Background: an optimization exercise with open tools, aiming at a short achievable clock period and few clock cycles. Do not read the settings as production practice. RTL that was checked went through simulation tests only; none was proved equivalent to the original. Power figures rest on the tool's default switching activity, not on a simulated workload.

Design cr16_core, start of the top module:
module cr16_core
       (input wire I_CLK,
        input wire I_NRESET,
        input wire [15:0] I_MEM_DATA,
        input wire [15:0] I_EXT_MEM_DATA,
        output wire [15:0] O_MEM_DATA,
        output wire [15:0] O_MEM_ADDRESS,
        output wire O_MEM_WRITE_ENABLE,
        output wire [15:0] O_EXT_MEM_DATA,
        output wire [15:0] O_EXT_MEM_ADDRESS,
        output wire O_EXT_MEM_WRITE_ENABLE);
==> flow/config.mk <==
export PLATFORM = sky130hd
export DESIGN_NAME = cr16_core
export DESIGN_NICKNAME = cr16_core
export VERILOG_FILES = /design/flow/design.v
export SDC_FILE = /design/flow/constraint.sdc
export NUM_CORES = 4
export LEC_CHECK = 0
export CAP_MARGIN = 80
export CORE_MARGIN = 2
export CORE_UTILIZATION = 40
export SLEW_MARGIN = 60
==> flow/constraint.sdc <==
create_clock -name core_clock -period 15.0 [get_ports {I_CLK}]
set_input_delay 3.0000 -clock core_clock [delete_from_list [all_inputs] [get_ports {I_CLK}]]
set_output_delay 3.0000 -clock core_clock [all_outputs]
set_load 0.01 [all_outputs]
standard.sh (not shown) runs the stock make flow with config.mk's settings and CLKGATE_MAP_FILE= SYNTH_SCRIPT=/design/flow/synth_recipe.tcl, a recipe that flattens the netlist after the stock synthesis.
==> flow/flow/run.sh <==
#!/bin/bash
# Layout flow: the standard flow, with the delay cells (clkdlybuf4s*, dlygate4sd*,
# dlymetal6s*) kept out of the layout steps so that buffering and resizing use ordinary buffers.
# The synthesis is the standard one, unchanged. Each step's full output goes to its own log here.
set -euo pipefail
DU="sky130_fd_sc_hd__probe_p_8 sky130_fd_sc_hd__probec_p_8 sky130_fd_sc_hd__lpflow_bleeder_1 sky130_fd_sc_hd__lpflow_clkbufkapwr_1 sky130_fd_sc_hd__lpflow_clkbufkapwr_16 sky130_fd_sc_hd__lpflow_clkbufkapwr_2 sky130_fd_sc_hd__lpflow_clkbufkapwr_4 sky130_fd_sc_hd__lpflow_clkbufkapwr_8 sky130_fd_sc_hd__lpflow_clkinvkapwr_1 sky130_fd_sc_hd__lpflow_clkinvkapwr_16 sky130_fd_sc_hd__lpflow_clkinvkapwr_2 sky130_fd_sc_hd__lpflow_clkinvkapwr_4 sky130_fd_sc_hd__lpflow_clkinvkapwr_8 sky130_fd_sc_hd__lpflow_decapkapwr_12 sky130_fd_sc_hd__lpflow_decapkapwr_3 sky130_fd_sc_hd__lpflow_decapkapwr_4 sky130_fd_sc_hd__lpflow_decapkapwr_6 sky130_fd_sc_hd__lpflow_decapkapwr_8 sky130_fd_sc_hd__lpflow_inputiso0n_1 sky130_fd_sc_hd__lpflow_inputiso0p_1 sky130_fd_sc_hd__lpflow_inputiso1n_1 sky130_fd_sc_hd__lpflow_inputiso1p_1 sky130_fd_sc_hd__lpflow_inputisolatch_1 sky130_fd_sc_hd__lpflow_isobufsrc_1 sky130_fd_sc_hd__lpflow_isobufsrc_16 sky130_fd_sc_hd__lpflow_isobufsrc_2 sky130_fd_sc_hd__lpflow_isobufsrc_4 sky130_fd_sc_hd__lpflow_isobufsrc_8 sky130_fd_sc_hd__lpflow_isobufsrckapwr_16 sky130_fd_sc_hd__lpflow_lsbuf_lh_hl_isowell_tap_1 sky130_fd_sc_hd__lpflow_lsbuf_lh_hl_isowell_tap_2 sky130_fd_sc_hd__lpflow_lsbuf_lh_hl_isowell_tap_4 sky130_fd_sc_hd__lpflow_lsbuf_lh_isowell_4 sky130_fd_sc_hd__lpflow_lsbuf_lh_isowell_tap_1 sky130_fd_sc_hd__lpflow_lsbuf_lh_isowell_tap_2 sky130_fd_sc_hd__lpflow_lsbuf_lh_isowell_tap_4  sky130_fd_sc_hd__clkdlybuf4s15_1 sky130_fd_sc_hd__clkdlybuf4s15_2 sky130_fd_sc_hd__clkdlybuf4s18_1 sky130_fd_sc_hd__clkdlybuf4s18_2 sky130_fd_sc_hd__clkdlybuf4s25_1 sky130_fd_sc_hd__clkdlybuf4s25_2 sky130_fd_sc_hd__clkdlybuf4s50_1 sky130_fd_sc_hd__clkdlybuf4s50_2 sky130_fd_sc_hd__dlygate4sd1_1 sky130_fd_sc_hd__dlygate4sd2_1 sky130_fd_sc_hd__dlygate4sd3_1 sky130_fd_sc_hd__dlymetal6s2s_1 sky130_fd_sc_hd__dlymetal6s4s_1 sky130_fd_sc_hd__dlymetal6s6s_1"
bash standard.sh synth > run_synth.log 2>&1
bash standard.sh "DONT_USE_CELLS=$DU" finish > run_layout.log 2>&1
The baseline went through all stages and came out clean.
Testbench counts at the start, summed over its fixed seeds: cycles 300,005.
Edit:
--- a/flow/design.v
+++ b/flow/design.v
@@ -636,21 +636,21 @@
         bu_r   <= e_ret;
         if (bu_set) begin
             btb_v[bu_idx]   <= 1'b1;
             btb_tag[bu_idx] <= bu_tag;
             btb_tgt[bu_idx] <= bu_tgt;
             btb_r[bu_idx]   <= bu_r;
         end
         else if (bu_clr)
             btb_v[bu_idx] <= 1'b0;
         for (i = 0; i < 4; i = i + 1) begin
-            if (ar_f && qt[i]) begin    
+            if (enq && qt[i]) begin    
                 qi[i]    <= I_MEM_DATA;
                 qpc[i]   <= ar_pc;
                 qpc1[i]  <= ar_pc1;
                 qpt[i]   <= a_pt;
                 qptgt[i] <= a_ptgt;
             end
         end
         if (kill) begin
             qh <= 4'b1;
             qt <= 4'b1;
What happened:
- non-clock buffer count is lower by 79
- fmax is higher by a few percent
- routed wire length is lower slightly
- combinational power is about the same
- setup slack improved by 0.19 ns
- total power is higher slightly
- utilization hardly moves
- sequential power stays flat
- sequential cell count is unchanged
- synthesized cell count is higher slightly
- design area is higher slightly
- final cell count is higher slightly
- area after synthesis is higher slightly
- count of clock-buffer cells in the layout is higher by 11
Function not checked in the second run of this note: the RTL went through the layout flow alone.

[afterwards: timing with drivers on the ports]
No port has a modelled driver above. Below, the same layouts with a new extraction and two added sets of constraints.
Step 1 (the two cells are an assumption about what drives the block):
set clk [get_ports {I_CLK}]
set_driving_cell -lib_cell sky130_fd_sc_hd__clkbuf_16 $clk
set_driving_cell -lib_cell sky130_fd_sc_hd__buf_2 [delete_from_list [all_inputs] $clk]
Step 2 also shifts input and output timing later by t, the mid clock arrival at the registers, as if the neighbouring blocks saw the same clock.
a / b / c = no drivers / after step 1 / after step 2; a / b = the first two.
| run | shift t [ns] | setup WS [ns] | pins driven straight from the clock port |
|---|---|---|---|
| the first run | 0.989 | 9.934 / 9.903 / 8.914 | 1 |
| the second run | 1.020 | 10.128 / 10.128 / 9.443 | 1 |
After both steps setup and hold are still met in every run listed. The setup slack of the first run, which loses most, moves by -0.031 ns with the drivers and by -1.020 ns with both steps. The worst setup slack also covers recovery checks on asynchronous resets.
